From an optimization exercise on the open Yosys and OpenROAD flow, aimed at small area; shortcuts taken in it are not production practice.
Only simulation tests tie the RTL to the original design; equivalence was not proved.

v6:
==> flow/design.v <==
`timescale 1ns/1ps
module Car_alarm_system(in,reset,power,siren,stat,clk);
 input reset,clk;
 input [4:0]in;
 output power,siren,stat;
 wire brk = in[4], hids = in[3], ign = in[2], dd = in[1], pd = in[0];
 wire door = dd | pd;
 reg pp, pw;
 always @(posedge clk) begin
   pp <= ign & ((pp & ~reset) | (hids & brk));
   pw <= pp & ~reset;
 end
 assign power = pw;
 localparam [8:0] D_RST = 9'd432;  
 reg [8:0] d;
 reg hh, ckk;
 wire g = (d[7:0] == 8'd236);
 wire tick = ~reset & g;
 always @(posedge clk) begin
   d <= reset ? D_RST : {d[7:0], d[8] ^ d[3] ^ g};
   hh <= ~reset & (hh ^ g);
   ckk <= ~reset & (ckk ^ (hh & g));
 end
 wire ck = ~reset & ckk;
 localparam [3:0] S_DR = 4'b0000, S_A0 = 4'b0001, S_EB = 4'b1000, S_AR = 4'b0100,
                  S_AL = 4'b1100, S_AC = 4'b1101;
 reg [3:0] q;
 wire [3:0] qs = reset ? S_A0 : q;
 wire is_a0 = (qs[3:2] != 2'b11) & ~qs[1] & qs[0];
 wire is_ea = qs[1];
 wire is_ar = qs == S_AR, is_eb = qs == S_EB, is_dr = qs == S_DR;
 wire is_al = qs == S_AL, is_ac = qs == S_AC;
 wire star = is_ar | is_ea | is_ac;
 wire [1:0] st = is_ea ? (qs[0] ? 2'd2 : 2'd1) : is_ac ? 2'd3 : 2'd0;
 reg k, start;
 wire start_v = star & (k | start);
 reg [3:0] count;
 reg [1:0] p;
 reg cr;
 wire cr_s = cr & ~reset;
 wire cz = (count == 4'd0);
 wire exp = cr_s & ~cz;
 wire [3:0] val = (p == 2'd0) ? 4'd10 : (p == 2'd1) ? 4'd8 : (p == 2'd2) ? 4'd15 : 4'd3;
 always @(posedge clk) begin
   k <= star & ~k;
   start <= start_v;
   p <= st;
   if (cr_s) begin
     if (tick & ~start) begin count <= val; cr <= 1'b0; end
     else begin count <= cz ? count : count - 4'd1; cr <= 1'b1; end
   end else begin
     cr <= tick & start & cz;
     if (~start) count <= val;
     else if (tick) count <= cz ? 4'd4 : count - 4'd1;
   end
 end
 wire [3:0] a0 = {1'b0, ck, 2'b01};
 reg [3:0] nq;
 always @* begin
   nq = qs;
   if (ign) nq = S_DR;
   else if (door) begin
     if (is_a0) nq = {1'b0, ck, 1'b1, pd};
     else if (is_dr | is_ar) nq = S_EB;
     else if (is_eb | is_ea) nq = exp ? S_AL : qs;
     else nq = S_AL;
   end else begin
     if (is_a0) nq = a0;
     else if (is_dr | is_eb) nq = S_AR;
     else if (is_ar | is_ac) nq = exp ? a0 : qs;
     else if (is_al) nq = S_AC;
     else nq = start_v ? a0 : S_AR;  
   end
 end
 always @(posedge clk) q <= nq;
 assign siren = ~reset & q[3] & q[2];
 assign stat = ~reset & q[2];
endmodule
clock: 15.0 ns
lec_check: 0
cap_margin: 20
core_margin: 2
core_utilization: 40
slew_margin: 20
standard.sh (not shown) runs the stock make flow with config.mk's settings and CLKGATE_MAP_FILE= SYNTH_SCRIPT=/design/flow/synth_recipe.tcl, a recipe that flattens the netlist after the stock synthesis.
==> flow/flow/run.sh <==
#!/bin/bash
# The standard layout (the standard.sh, ORFS from synthesis to finish) with
# two changes: the port buffers that buffer_ports inserts are buf_1 cells, and
# clock tree synthesis inserts no dummy loads. The make output goes to
# standard.log; ORFS keeps each step's log under orfs/logs/.
set -euo pipefail
export BUFFER_PORTS_ARGS="-buffer_cell sky130_fd_sc_hd__buf_1"
export CTS_ARGS="-sink_clustering_enable -sink_clustering_size 40 -sink_clustering_max_diameter 500 -repair_clock_nets -dont_use_dummy_load -buf_list sky130_fd_sc_hd__clkbuf_8 -root_buf sky130_fd_sc_hd__clkbuf_8"
bash standard.sh > standard.log 2>&1
v6 finished every stage and its layout cleared the timing, design-rule and antenna checks.
Modified inputs, v7 compared to v6
==> flow/flow/run.sh <==
#!/bin/bash
# The standard layout (the standard.sh, ORFS from synthesis to finish) with
# two changes: the port buffers that buffer_ports inserts are buf_1 cells, and
# clock tree synthesis inserts no dummy loads. The make output goes to
# standard.log; ORFS keeps each step's log under orfs/logs/.
set -euo pipefail
export BUFFER_PORTS_ARGS="-buffer_cell sky130_fd_sc_hd__buf_1"
export CTS_ARGS="-sink_clustering_enable -repair_clock_nets -dont_use_dummy_load -buf_list sky130_fd_sc_hd__clkbuf_8"
bash standard.sh > standard.log 2>&1
v7 and v6 ended up with nearly the same cell depth of the worst min-delay path. Sequential share of cell area: v6 vs v7 identical. Any difference in maximum cell stage delay along the critical path between v6 and v7 is small enough to ignore.

afterwards: timing with drivers on the ports:
Ports are ideal in the flow. The routed layouts listed here were re-timed in OpenROAD. Step 1 sets driving cells, clkbuf_16 on the clock port and buf_2 on the other inputs (assumed; they add their load-dependent delay and slew). Step 2 moves the port delays by t, midway between the first and last clock arrival at a register: inputs arrive t later, outputs are due t later. That takes back most of the time a late clock gives input paths. Slacks: ideal ports / drivers / drivers and shift; pairs: ideal ports / drivers.
run | t, ns | slack for setup (ns) | worst setup path at the end
v6 | 0.283 | 7.813 / 7.784 / 7.784 | input to output
v7 | 0.283 | 7.813 / 7.784 / 7.784 | input to output
After both steps every run listed still meets setup and hold.
